Context: an optimization exercise on an open-source flow, tuned for small area. The choices shown serve that exercise and are no tape-out recipe.
Only simulation tests tie the RTL to the original design; equivalence was not proved.

## run 1
==> flow/design.v (excerpt) <==
module cpu_top (
    input         clk,
    input         rst_n,
    input  [3:0]  prog_nibble_in,
    input prog_nibble_in_valid,
    output [3:0]  prog_nibble_out,
    output        prog_out_valid,
    output        prog_done,
    output [11:0] mem_addr,
    output [31:0] mem_wdata,
    input  [31:0] mem_rdata,
    output        mem_wen,
    output        mem_cen
);
Size: roughly 200 flip-flops, ~91 I/O pins, ~34,000 µm² of cells after synthesis.
make LEC_CHECK=0 ABC_AREA=1 CAP_MARGIN=20 CORE_MARGIN=2 CORE_UTILIZATION=60 CTS_BUF_LIST='sky130_fd_sc_hd__clkbuf_4 sky130_fd_sc_hd__clkbuf_8' SLEW_MARGIN=20 finish   # period 250.0 ns
run.sh (not shown) runs the stock make flow with config.mk's settings and CLKGATE_MAP_FILE= SYNTH_SCRIPT=/design/flow/synth_recipe.tcl, a recipe that flattens the netlist after the stock synthesis.
Run 1 ran to completion and came out clean on the timing, DRC and antenna checks.
The inputs of run 2 differ from those of run 1 as listed below.
==> flow/config.mk <==
export PLATFORM = sky130hd
export DESIGN_NAME = cpu_top
export DESIGN_NICKNAME = cpu_top
export VERILOG_FILES = /design/flow/design.v
export SDC_FILE = /design/flow/constraint.sdc
export NUM_CORES = 4
export LEC_CHECK = 0
export ABC_AREA = 1
export CAP_MARGIN = 0
export CORE_MARGIN = 2
export CORE_UTILIZATION = 60
export CTS_BUF_LIST = sky130_fd_sc_hd__clkbuf_8
export CTS_CLUSTER_DIAMETER = 60
export CTS_CLUSTER_SIZE = 16
export GPL_TIMING_DRIVEN = 0
export SLEW_MARGIN = 0
==> comparison <==
Run 2 finished all stages; however, its layout fails the closing checks, the failures being capacitance limit, slew limit. Diff run 1 -> run 2: antenna diode count rose 13. Changes observed in run 2 relative to run 1: final-layout non-clock buffer area share went up. Re non-clock buffer count: run 2 and run 1 aren't equal, and the lower value belongs to run 1. On sequential share of layout area, run 2 tracks run 1 almost exactly. Compared with run 1, run 2 shows a higher routed metal-1 wirelength.
Input changes introduced in run 3 (baseline for comparison: run 2):
==> flow/config.mk <==
export PLATFORM = sky130hd
export DESIGN_NAME = cpu_top
export DESIGN_NICKNAME = cpu_top
export VERILOG_FILES = /design/flow/design.v
export SDC_FILE = /design/flow/constraint.sdc
export NUM_CORES = 4
export LEC_CHECK = 0
export ABC_AREA = 1
export CAP_MARGIN = 20
export CORE_MARGIN = 2
export CORE_UTILIZATION = 60
export CTS_BUF_LIST = sky130_fd_sc_hd__clkbuf_8
export CTS_CLUSTER_DIAMETER = 50
export CTS_CLUSTER_SIZE = 10
export SLEW_MARGIN = 20
Run 3 ran to completion and came out clean on the timing, DRC and antenna checks.
Wire length per cell went down by a few percent going from run 2 to run 3.
[run 3 vs run 2] count of buffer and inverter cells on the critical path: higher in run 3
When the final numbers for run 2 and run 3 were put side by side, the number of buffers added by the clock tree synthesis step turned out to be greater in run 3.
Run 3 vs run 2: final instance area down slightly
Here is what was changed in the inputs of run 4 compared with run 3.
-- flow/config.mk --
<<< run 3, line 11
export CORE_UTILIZATION = 60
export CTS_BUF_LIST = sky130_fd_sc_hd__clkbuf_8
export CTS_CLUSTER_DIAMETER = 50
export CTS_CLUSTER_SIZE = 10
export SLEW_MARGIN = 20
>>> run 4, line 11
export CORE_UTILIZATION = 60
export CTS_BUF_LIST = sky130_fd_sc_hd__clkbuf_8
export CTS_CLUSTER_DIAMETER = 60
export CTS_CLUSTER_SIZE = 16
export SLEW_MARGIN = 20
--- outcome ---
Diff run 3 -> run 4: cell count dropped about 0.3%, worst setup slack after layout rose by 0.049 ns.
On cell area, run 3 and run 4 are basically level.

========
cpu_top again, from the RTL that the note above started with.
make LEC_CHECK=0 ABC_AREA=1 CAP_MARGIN=20 CORE_MARGIN=2 CORE_UTILIZATION=60 SLEW_MARGIN=20 finish   # period 250.0 ns
Next try:
==> flow/flow/run.sh (new file) <==
#!/bin/bash
# The standard layout (standard.sh, unchanged), with the port buffers
# made from the smallest buffer cell and no dummy loads in the clock tree.
set -o pipefail
export BUFFER_PORTS_ARGS="-buffer_cell sky130_fd_sc_hd__buf_1"
export CTS_ARGS="-sink_clustering_enable -repair_clock_nets -sink_clustering_size 16 -sink_clustering_max_diameter 60 -buf_list sky130_fd_sc_hd__clkbuf_8 -dont_use_dummy_load"
bash standard.sh > standard.log 2>&1
==> flow/standard.sh (new file) <==
#!/bin/bash
# synth_recipe.tcl (not shown) runs the flow's synth.tcl, then flattens the netlist and writes it again
# the make line also repeats each setting of config.mk as NAME=value (left out here)
make -C /OpenROAD-flow-scripts/flow DESIGN_CONFIG=/design/flow/config.mk WORK_HOME=/design/flow/orfs CLKGATE_MAP_FILE= SYNTH_SCRIPT=/design/flow/synth_recipe.tcl "${@:-finish}"
- CTS_BUF_LIST: unset -> sky130_fd_sc_hd__clkbuf_8
- CTS_CLUSTER_DIAMETER: unset -> 60
- CTS_CLUSTER_SIZE: unset -> 16
removed: flow/run.sh
Non-clock buffer count climbs by 2.
Routed wire length drops by 0.71%.
Critical path depth stays the same.
Register-to-register slack gets better by 750 ps.
Utilization drops by 1.7 points.
First-iteration DRC count hardly moves.
Hold slack gets better by 17 ps.
Clock skew climbs by 57 ps.
Next try:
==> flow/flow/run.sh (replaced) <==
#!/bin/bash
# Standard layout, with the port buffers made from the smallest buffer cell.
set -o pipefail
export BUFFER_PORTS_ARGS="-buffer_cell sky130_fd_sc_hd__buf_1"
cat standard.sh > standard_copy.log 2>&1
bash standard.sh > standard.log 2>&1
- CTS_BUF_LIST: sky130_fd_sc_hd__clkbuf_8 -> unset
- CTS_CLUSTER_DIAMETER: 60 -> unset
- CTS_CLUSTER_SIZE: 16 -> unset
The changed run completed without violations.
Register-to-register slack gains 40 ps.
Area after synthesis does not change.
Setup slack gains 38 ps.
Non-clock buffer count stays the same.

## separate check: timing with driven ports
How much do the figures lean on ideal ports? The routed layouts below were timed once more, with nothing changed but the port constraints. Step 1 sets driving cells, clkbuf_16 on the clock port and buf_2 on the other inputs (assumed; they add their load-dependent delay and slew). Step 2 also shifts input and output timing later by t, the mid clock arrival at the registers, as if the neighbouring blocks saw the same clock. Three values: ideal, step 1, step 2; two values: the first two.
run | t, ns | setup slack, ns | slew at the worst register clock pin (ns)
run 1 | 0.647 | 8.182 / 8.157 / 8.157 | 0.08 / 0.08
run 2 | 0.686 | 4.029 / 4.000 / 4.000 | 0.10 / 0.10
run 3 | 0.733 | 8.392 / 8.367 / 8.367 | 0.09 / 0.09
run 4 | 0.711 | 8.441 / 8.416 / 8.416 | 0.11 / 0.11
the first run of note 2 | 0.634 | 8.332 / 8.306 / 8.306 | 0.07 / 0.07
the second run of note 2 | 0.671 | 9.358 / 9.329 / 9.329 | 0.10 / 0.10
the third run of note 2 | 0.634 | 9.396 / 9.367 / 9.367 | 0.07 / 0.07
